From an optimization exercise on the open Yosys and OpenROAD flow, aimed at small area, a short achievable clock period and few clock cycles per item; shortcuts taken in it are not production practice. Where RTL was checked, it was by simulation tests only, not by an equivalence proof against the original. No activity file was given, so power comes from the tool's default toggle rates.

==> flow/design.v <==
module demosaic(clk, reset, in_en, data_in, wr_r, addr_r, wdata_r, rdata_r, wr_g, addr_g, wdata_g, rdata_g, wr_b, addr_b, wdata_b, rdata_b, done);
input clk;
input reset;
input in_en;
input [7:0] data_in;
output reg wr_r;
output reg [13:0] addr_r;
output reg [7:0] wdata_r;
input [7:0] rdata_r;
output reg wr_g;
output reg [13:0] addr_g;
output reg [7:0] wdata_g;
input [7:0] rdata_g;
output reg wr_b;
output reg [13:0] addr_b;
output reg [7:0] wdata_b;
input [7:0] rdata_b;
output reg done;
reg p1, p2;              
reg [6:0] row, col;      
reg bub;                 
reg f0, f126, f127;      
reg [1:0] mid_sel;       
reg [8:0] s0, s1, s2;
reg [7:0] m0, m1;
wire [7:0] mid_v = (mid_sel == 2'd0) ? rdata_r : (mid_sel == 2'd1) ? rdata_g : rdata_b;
wire [7:0] tb_a  = (mid_sel == 2'd0) ? rdata_g : rdata_r;
wire [7:0] tb_b  = (mid_sel == 2'd2) ? rdata_g : rdata_b;
wire [8:0] s_in  = tb_a + tb_b;
wire [8:0] horiz_s = m0 + (row[0] ? rdata_r : rdata_b);
wire [9:0] sm      = s1 + m0;
wire [9:0] gsum_s  = sm + rdata_g;
wire [9:0] diag_s  = s0 + s2;
wire [7:0] horiz = horiz_s[8:1];
wire [7:0] vert  = s1[8:1];
wire [7:0] gsum  = gsum_s[9:2];
wire [7:0] diag  = diag_s[9:2];
wire r0 = row[0];
wire c0 = col[0];
wire own_g = (r0 == c0);
wire own_r = ~r0 & c0;
wire own_b = r0 & ~c0;
wire [6:0] rp1 = row + 7'd1;
wire [6:0] rp2 = row + 7'd2;
wire [6:0] rm1 = row - 7'd1;
wire [13:0] a_own = {row, col};
wire [13:0] a_x = f0 ? {row, 7'd126} : {rp1, col - 7'd3};
wire [13:0] a_y = own_g ? {rm1, col - 7'd3} : {row, col - 7'd2};
wire x_wr = (row != 7'd127);
wire gen = ~f126 & ~f127;
wire [13:0] a_k   = {row, col};
wire [13:0] a_rc1 = {rp1, col + 7'd1};
wire [13:0] a_rc2 = {row, col + 7'd2};
wire [13:0] p2_r = gen ? (own_r ? a_rc1 : a_k) :
                   f126 ? a_k :
                   ~bub ? (r0 ? {rp1, 7'd126} : {row, 7'd1}) :
                          (r0 ? {rp1, 7'd1} : {rp1, 7'd127});
wire [13:0] p2_g = gen ? (own_g ? a_rc2 : a_k) :
                   f126 ? (r0 ? a_k : {rp2, 7'd0}) :
                   ~bub ? (r0 ? {row, 7'd1} : {rp1, 7'd126}) :
                          (r0 ? {rp1, 7'd127} : {rp1, 7'd1});
wire [13:0] p2_b = gen ? (own_b ? a_rc1 : a_k) :
                   f126 ? (r0 ? {rp2, 7'd0} : a_k) :
                   ~bub ? (r0 ? {rp1, 7'd126} : {rp2, 7'd127}) :
                          (r0 ? {rp2, 7'd2} : {rp1, 7'd127});
wire [1:0] mid_next = gen ? (own_g ? 2'd1 : own_r ? 2'd2 : 2'd0) :
                      f126 ? (r0 ? 2'd1 : 2'd2) :
                      (r0 ? 2'd0 : 2'd1);
wire last_pix = (row == 7'd127) & f127;
wire last_step = (row == 7'd126) & f127 & ~bub;
wire idle = ~p1 & ~p2 & ~done;
always @(posedge clk or posedge reset) begin
	if (reset) begin
		p1 <= 1'b0;
		p2 <= 1'b0;
		done <= 1'b0;
		wr_r <= 1'b0;
		wr_g <= 1'b0;
		wr_b <= 1'b0;
	end else begin
		if (p2) begin
			wr_r <= ~own_r & ~f127 & ~last_step;
			wr_g <= ~own_g & ~f127 & ~last_step;
			wr_b <= ~own_b & ~f127 & ~last_step;
			if (last_step) begin
				p2 <= 1'b0;
				done <= 1'b1;
			end
		end else if (in_en & ~done) begin
			wr_r <= ~own_g | x_wr;
			wr_g <= own_g | x_wr;
			wr_b <= 1'b1;
			p1 <= ~last_pix;
			p2 <= last_pix;
		end else begin
			wr_r <= 1'b0;
			wr_g <= 1'b0;
			wr_b <= 1'b0;
		end
	end
end
always @(posedge clk) begin
	s0 <= s1;
	s1 <= s2;
	s2 <= s_in;
	m0 <= m1;
	m1 <= mid_v;
	mid_sel <= mid_next;
	if (idle) begin
		row <= 7'd0;
		col <= {6'd0, in_en};
		bub <= 1'b0;
		f0 <= ~in_en;
		f126 <= 1'b0;
		f127 <= 1'b0;
	end else if (p1 & last_pix) begin
		row <= 7'd0;
		col <= 7'd126;
		bub <= 1'b0;
		f0 <= 1'b0;
		f126 <= 1'b1;
		f127 <= 1'b0;
	end else if (p2 & f127 & ~bub) begin
		bub <= 1'b1;
	end else begin
		col <= col + 7'd1;
		if (f127)
			row <= rp1;
		bub <= 1'b0;
		f0 <= f127;
		f126 <= (col == 7'd125);
		f127 <= f126;
	end
	if (p2) begin
		addr_r <= p2_r;
		addr_g <= p2_g;
		addr_b <= p2_b;
		wdata_r <= own_g ? (r0 ? vert : horiz) : diag;
		wdata_g <= gsum;
		wdata_b <= own_g ? (r0 ? horiz : vert) : diag;
	end else begin
		addr_r <= own_r ? a_own : own_g ? a_x : a_y;
		addr_g <= own_g ? a_own : a_x;
		addr_b <= own_b ? a_own : a_y;
		wdata_r <= data_in;
		wdata_g <= data_in;
		wdata_b <= data_in;
	end
end
endmodule
clock: 5.0 ns
lec_check: 0
cap_margin: 20
core_margin: 2
core_utilization: 40
setup_slack_margin: 2.0
slew_margin: 20
buffer_ports_args: -buffer_cell sky130_fd_sc_hd__buf_1
standard.sh (not shown) runs the stock make flow with config.mk's settings and CLKGATE_MAP_FILE= SYNTH_SCRIPT=/design/flow/synth_recipe.tcl, a recipe that flattens the netlist after the stock synthesis.
==> flow/flow/run.sh <==
#!/bin/bash
# Standard layout, with a small buffer on each port instead of the default
# one, and adders left to abc as plain gates (no full/half adder cells).
set -euo pipefail
cat >> config.mk <<'MK'
export BUFFER_PORTS_ARGS = -buffer_cell sky130_fd_sc_hd__buf_1
export DONT_USE_CELLS += sky130_fd_sc_hd__fa_1 sky130_fd_sc_hd__fa_2 sky130_fd_sc_hd__fa_4 sky130_fd_sc_hd__ha_1 sky130_fd_sc_hd__ha_2 sky130_fd_sc_hd__ha_4
MK
bash standard.sh > flow.log 2>&1
The starting point completed with no timing, DRC or antenna violations.
Testbench counts at the start, summed over its fixed seeds: cycles 261,128, images 8.
Rerun with:
--- a/flow/design.v
+++ b/flow/design.v
@@ -18,23 +18,24 @@
 output reg done;
 reg p1, p2;              
 reg [6:0] row, col;      
 reg bub;                 
 reg f0, f126, f127;      
 reg [1:0] mid_sel;       
-reg [8:0] s0, s1, s2;
+reg [8:0] s0, s1;
+reg [7:0] t2, b2;
 reg [7:0] m0, m1;
+reg [9:0] sm;
 wire [7:0] mid_v = (mid_sel == 2'd0) ? rdata_r : (mid_sel == 2'd1) ? rdata_g : rdata_b;
 wire [7:0] tb_a  = (mid_sel == 2'd0) ? rdata_g : rdata_r;
 wire [7:0] tb_b  = (mid_sel == 2'd2) ? rdata_g : rdata_b;
-wire [8:0] s_in  = tb_a + tb_b;
-wire [8:0] horiz_s = m0 + (row[0] ? rdata_r : rdata_b);
-wire [9:0] sm      = s1 + m0;
+wire [8:0] s2    = t2 + b2;
+wire [8:0] horiz_b = m0 + rdata_b;
+wire [8:0] horiz_r = m0 + rdata_r;
 wire [9:0] gsum_s  = sm + rdata_g;
-wire [9:0] diag_s  = s0 + s2;
-wire [7:0] horiz = horiz_s[8:1];
+wire [9:0] diag_s  = s0 + t2 + b2;
 wire [7:0] vert  = s1[8:1];
 wire [7:0] gsum  = gsum_s[9:2];
 wire [7:0] diag  = diag_s[9:2];
 wire r0 = row[0];
 wire c0 = col[0];
 wire own_g = (r0 == c0);
@@ -99,15 +100,17 @@
 		end
 	end
 end
 always @(posedge clk) begin
 	s0 <= s1;
 	s1 <= s2;
-	s2 <= s_in;
+	t2 <= tb_a;
+	b2 <= tb_b;
 	m0 <= m1;
 	m1 <= mid_v;
+	sm <= s2 + m1;
 	mid_sel <= mid_next;
 	if (idle) begin
 		row <= 7'd0;
 		col <= {6'd0, in_en};
 		bub <= 1'b0;
 		f0 <= ~in_en;
@@ -132,15 +135,15 @@
 		f127 <= f126;
 	end
 	if (p2) begin
 		addr_r <= p2_r;
 		addr_g <= p2_g;
 		addr_b <= p2_b;
-		wdata_r <= own_g ? (r0 ? vert : horiz) : diag;
+		wdata_r <= own_g ? (r0 ? vert : horiz_b[8:1]) : diag;
 		wdata_g <= gsum;
-		wdata_b <= own_g ? (r0 ? horiz : vert) : diag;
+		wdata_b <= own_g ? (r0 ? horiz_r[8:1] : vert) : diag;
 	end else begin
 		addr_r <= own_r ? a_own : own_g ? a_x : a_y;
 		addr_g <= own_g ? a_own : a_x;
 		addr_b <= own_b ? a_own : a_y;
 		wdata_r <= data_in;
 		wdata_g <= data_in;
Effect:
- non-clock buffer count fell by 6
- fmax climbs by a few percent
- worst setup slack improved by 190 ps
- register-to-register slack gains 70 ps
- global-route usage shrinks by 0.61 points
Function not checked in the second run of this note: the RTL went through the layout flow alone.

========
Starts from the design.v that is shown in full above.
export LEC_CHECK = 0
export CAP_MARGIN = 20
export CORE_MARGIN = 2
export CORE_UTILIZATION = 40
export SETUP_SLACK_MARGIN = 2.6
export SLEW_MARGIN = 20
export BUFFER_PORTS_ARGS = -buffer_cell sky130_fd_sc_hd__buf_1
create_clock -name core_clock -period 5.0 [get_ports {clk}]
==> flow/flow/run.sh <==
#!/bin/bash
# Standard layout, with a small buffer on each port instead of the default one.
set -euo pipefail
echo 'export BUFFER_PORTS_ARGS = -buffer_cell sky130_fd_sc_hd__buf_1' >> config.mk
bash standard.sh > flow.log 2>&1
Testbench counts at the start, summed over its fixed seeds: cycles 261,128, images 8.
Rerun with:
--- a/flow/design.v
+++ b/flow/design.v
@@ -20,19 +20,20 @@
 reg [6:0] row, col;      
 reg bub;                 
 reg f0, f126, f127;      
 reg [1:0] mid_sel;       
-reg [8:0] s0, s1, s2;
+reg [8:0] s0, s1;
+reg [7:0] t2, b2;
 reg [7:0] m0, m1;
+reg [9:0] sm;
 wire [7:0] mid_v = (mid_sel == 2'd0) ? rdata_r : (mid_sel == 2'd1) ? rdata_g : rdata_b;
 wire [7:0] tb_a  = (mid_sel == 2'd0) ? rdata_g : rdata_r;
 wire [7:0] tb_b  = (mid_sel == 2'd2) ? rdata_g : rdata_b;
-wire [8:0] s_in  = tb_a + tb_b;
-wire [8:0] horiz_s = m0 + (row[0] ? rdata_r : rdata_b);
-wire [9:0] sm      = s1 + m0;
+wire [8:0] s2    = t2 + b2;
+wire [8:0] horiz_b = m0 + rdata_b;
+wire [8:0] horiz_r = m0 + rdata_r;
 wire [9:0] gsum_s  = sm + rdata_g;
-wire [9:0] diag_s  = s0 + s2;
-wire [7:0] horiz = horiz_s[8:1];
+wire [9:0] diag_s  = s0 + t2 + b2;
 wire [7:0] vert  = s1[8:1];
 wire [7:0] gsum  = gsum_s[9:2];
 wire [7:0] diag  = diag_s[9:2];
 wire r0 = row[0];
@@ -101,11 +102,13 @@
 end
 always @(posedge clk) begin
 	s0 <= s1;
 	s1 <= s2;
-	s2 <= s_in;
+	t2 <= tb_a;
+	b2 <= tb_b;
 	m0 <= m1;
 	m1 <= mid_v;
+	sm <= s2 + m1;
 	mid_sel <= mid_next;
 	if (idle) begin
 		row <= 7'd0;
 		col <= {6'd0, in_en};
@@ -134,11 +137,11 @@
 	if (p2) begin
 		addr_r <= p2_r;
 		addr_g <= p2_g;
 		addr_b <= p2_b;
-		wdata_r <= own_g ? (r0 ? vert : horiz) : diag;
+		wdata_r <= own_g ? (r0 ? vert : horiz_b[8:1]) : diag;
 		wdata_g <= gsum;
-		wdata_b <= own_g ? (r0 ? horiz : vert) : diag;
+		wdata_b <= own_g ? (r0 ? horiz_r[8:1] : vert) : diag;
 	end else begin
 		addr_r <= own_r ? a_own : own_g ? a_x : a_y;
 		addr_g <= own_g ? a_own : a_x;
 		addr_b <= own_b ? a_own : a_y;
Design area grows by about 6%.
Total power goes down by about 46%.
Utilization came out lower by 2.2 points.
Synthesized cell count increases by 6.4%.
Synthesized area goes up by 10%.
Setup slack gets better by 0.22 ns.
Maximum frequency rises by about 9%.
Sequential power came out lower by about 23%.
No functional check of the RTL was part of the second run of this note.

========
Setup of juniper:
// demosaic: RTL as listed in full above, without the edits since
clock: 5.0 ns
lec_check: 0
cap_margin: 20
core_margin: 2
core_utilization: 40
cts_buf_list: sky130_fd_sc_hd__clkbuf_8
cts_cluster_diameter: 80
cts_cluster_size: 30
setup_slack_margin: 2.0
slew_margin: 20
buffer_ports_args: -buffer_cell sky130_fd_sc_hd__buf_1
==> flow/flow/run.sh <==
#!/bin/bash
# Standard layout, with a small buffer on each port instead of the default
# one, and adders left to abc as plain gates (no full/half adder cells).
set -euo pipefail
cat >> config.mk <<'MK'
export BUFFER_PORTS_ARGS = -buffer_cell sky130_fd_sc_hd__buf_1
export DONT_USE_CELLS += sky130_fd_sc_hd__fa_1 sky130_fd_sc_hd__fa_2 sky130_fd_sc_hd__fa_4 sky130_fd_sc_hd__ha_1 sky130_fd_sc_hd__ha_2 sky130_fd_sc_hd__ha_4
MK
bash standard.sh > flow.log 2>&1
Testbench counts of juniper, summed over its fixed seeds: cycles 261,128, images 8.
[inputs] raven vs juniper
==> flow/design.v <==
module demosaic(clk, reset, in_en, data_in, wr_r, addr_r, wdata_r, rdata_r, wr_g, addr_g, wdata_g, rdata_g, wr_b, addr_b, wdata_b, rdata_b, done);
input clk;
input reset;
input in_en;
input [7:0] data_in;
output reg wr_r;
output reg [13:0] addr_r;
output reg [7:0] wdata_r;
input [7:0] rdata_r;
output reg wr_g;
output reg [13:0] addr_g;
output reg [7:0] wdata_g;
input [7:0] rdata_g;
output reg wr_b;
output reg [13:0] addr_b;
output reg [7:0] wdata_b;
input [7:0] rdata_b;
output reg done;
reg p1, p2;              
reg [6:0] row;           
reg [7:0] col8;          
reg f0, f126, f127;      
wire [6:0] col = col8[6:0];
wire bub = col8[7];
reg [1:0] mid_sel;       
reg [8:0] s0, s1, s2;
reg [7:0] m0, m1;
wire [7:0] mid_v = (mid_sel == 2'd0) ? rdata_r : (mid_sel == 2'd1) ? rdata_g : rdata_b;
wire [7:0] tb_a  = (mid_sel == 2'd0) ? rdata_g : rdata_r;
wire [7:0] tb_b  = (mid_sel == 2'd2) ? rdata_g : rdata_b;
wire [8:0] s_in  = tb_a + tb_b;
wire [8:0] horiz_s = m0 + (row[0] ? rdata_r : rdata_b);
wire [9:0] sm      = s1 + m0;
wire [9:0] gsum_s  = sm + rdata_g;
wire [9:0] diag_s  = s0 + s2;
wire [7:0] horiz = horiz_s[8:1];
wire [7:0] vert  = s1[8:1];
wire [7:0] gsum  = gsum_s[9:2];
wire [7:0] diag  = diag_s[9:2];
wire r0 = row[0];
wire c0 = col[0];
wire own_g = (r0 == c0);
wire own_r = ~r0 & c0;
wire own_b = r0 & ~c0;
wire [6:0] rp1 = row + 7'd1;
wire [6:0] rp2 = row + 7'd2;
wire [6:0] rm1 = row - 7'd1;
wire [13:0] a_own = {row, col};
wire [13:0] a_x = f0 ? {row, 7'd126} : {rp1, col - 7'd3};
wire [13:0] a_y = own_g ? {rm1, col - 7'd3} : {row, col - 7'd2};
wire x_wr = (row != 7'd127);
wire gen = ~f126 & ~f127 & ~bub;
wire [13:0] a_k   = {row, col};
wire [13:0] a_rc1 = {rp1, col + 7'd1};
wire [13:0] a_rc2 = {row, col + 7'd2};
wire [13:0] p2_r = gen ? (own_r ? a_rc1 : a_k) :
                   f126 ? a_k :
                   ~bub ? (r0 ? {rp1, 7'd126} : {row, 7'd1}) :
                          (r0 ? {rp1, 7'd1} : {rp1, 7'd127});
wire [13:0] p2_g = gen ? (own_g ? a_rc2 : a_k) :
                   f126 ? (r0 ? a_k : {rp2, 7'd0}) :
                   ~bub ? (r0 ? {row, 7'd1} : {rp1, 7'd126}) :
                          (r0 ? {rp1, 7'd127} : {rp1, 7'd1});
wire [13:0] p2_b = gen ? (own_b ? a_rc1 : a_k) :
                   f126 ? (r0 ? {rp2, 7'd0} : a_k) :
                   ~bub ? (r0 ? {rp1, 7'd126} : {rp2, 7'd127}) :
                          (r0 ? {rp2, 7'd2} : {rp1, 7'd127});
wire [1:0] mid_next = gen ? (own_g ? 2'd1 : own_r ? 2'd2 : 2'd0) :
                      f126 ? (r0 ? 2'd1 : 2'd2) :
                      (r0 ? 2'd0 : 2'd1);
wire wrap = bub | (~p2 & f127);
wire last_pix = (row == 7'd127) & f127;
wire last_step = (row == 7'd126) & f127;
wire idle = ~p1 & ~p2 & ~done;
always @(posedge clk or posedge reset) begin
	if (reset) begin
		p1 <= 1'b0;
		p2 <= 1'b0;
		done <= 1'b0;
		wr_r <= 1'b0;
		wr_g <= 1'b0;
		wr_b <= 1'b0;
	end else begin
		if (p2) begin
			wr_r <= ~own_r & ~f127 & ~bub & ~last_step;
			wr_g <= ~own_g & ~f127 & ~bub & ~last_step;
			wr_b <= ~own_b & ~f127 & ~bub & ~last_step;
			if (last_step) begin
				p2 <= 1'b0;
				done <= 1'b1;
			end
		end else if (in_en & ~done) begin
			wr_r <= ~own_g | x_wr;
			wr_g <= own_g | x_wr;
			wr_b <= 1'b1;
			p1 <= ~last_pix;
			p2 <= last_pix;
		end else begin
			wr_r <= 1'b0;
			wr_g <= 1'b0;
			wr_b <= 1'b0;
		end
	end
end
always @(posedge clk) begin
	s0 <= s1;
	s1 <= s2;
	s2 <= s_in;
	m0 <= m1;
	m1 <= mid_v;
	mid_sel <= mid_next;
	if (idle) begin
		row <= 7'd0;
		col8 <= {7'd0, in_en};
		f0 <= ~in_en;
		f126 <= 1'b0;
		f127 <= 1'b0;
	end else if (p1 & last_pix) begin
		row <= 7'd0;
		col8 <= 8'd126;
		f0 <= 1'b0;
		f126 <= 1'b1;
		f127 <= 1'b0;
	end else begin
		col8 <= wrap ? 8'd0 : col8 + 8'd1;
		if (wrap)
			row <= rp1;
		f0 <= wrap;
		f126 <= (col8 == 8'd125);
		f127 <= f126;
	end
	if (p2) begin
		addr_r <= p2_r;
		addr_g <= p2_g;
		addr_b <= p2_b;
		wdata_r <= own_g ? (r0 ? vert : horiz) : diag;
		wdata_g <= gsum;
		wdata_b <= own_g ? (r0 ? horiz : vert) : diag;
	end else begin
		addr_r <= own_r ? a_own : own_g ? a_x : a_y;
		addr_g <= own_g ? a_own : a_x;
		addr_b <= own_b ? a_own : a_y;
		wdata_r <= data_in;
		wdata_g <= data_in;
		wdata_b <= data_in;
	end
end
endmodule
Notes after the runs:
- raven: done, clean on timing, DRC and antenna
- Per-cell via count in the routed design shrinks by a few percent when moving from juniper to raven.
- Compared with juniper, raven improves final standard cell area without fillers.
- On final critical-path required period, the higher figure sits with juniper, not raven.
- Looking at count of buffers not belonging to the clock network in the layout across raven and juniper, the one that comes out higher is juniper.
- juniper ended up with more cell instances than raven did.
- Compared with juniper, raven is the more power-hungry design.
- Sequential share of layout area: higher on raven
Testbench counts of raven, summed over its fixed seeds: cycles 261,128, images 8.

## re-timing with driven ports
Ports are ideal in the flow. The routed layouts listed here were re-timed in OpenROAD.
Step 1 sets driving cells, clkbuf_16 on the clock port and buf_2 on the other inputs (assumed; they add their load-dependent delay and slew).
Step 2 adds t to the input delays and takes it off the output delays; t is the mean of the earliest and latest rising clock arrival at the registers after step 1. Input paths then give back, and output paths get back, about the clock's delay inside the block.
Slacks: no drivers / after step 1 / after step 2; pairs: no drivers / after step 1.
run | shift t [ns] | slack for setup (ns) | latest minus earliest clock arrival (ns) | worst data-port slew with drivers (ns)
the first run of note 1 | 0.475 | 2.043 / 2.062 / 1.587 | 0.008 / 0.008 | 0.03
the second run of note 1 | 0.473 | 2.236 / 2.258 / 1.785 | 0.009 / 0.009 | 0.04
the first run of note 2 | 0.473 | 2.222 / 2.217 / 1.745 | 0.012 / 0.011 | 0.05
the second run of note 2 | 0.472 | 2.441 / 2.441 / 2.145 | 0.014 / 0.013 | 0.04
juniper | 0.510 | 2.093 / 2.106 / 1.597 | 0.014 / 0.013 | 0.03
raven | 0.493 | 2.131 / 2.150 / 1.657 | 0.017 / 0.017 | 0.03
After both steps every run listed still meets setup and hold. For juniper, which loses most, drivers alone change the setup slack by +0.013 ns; drivers and shift together by -0.496 ns.
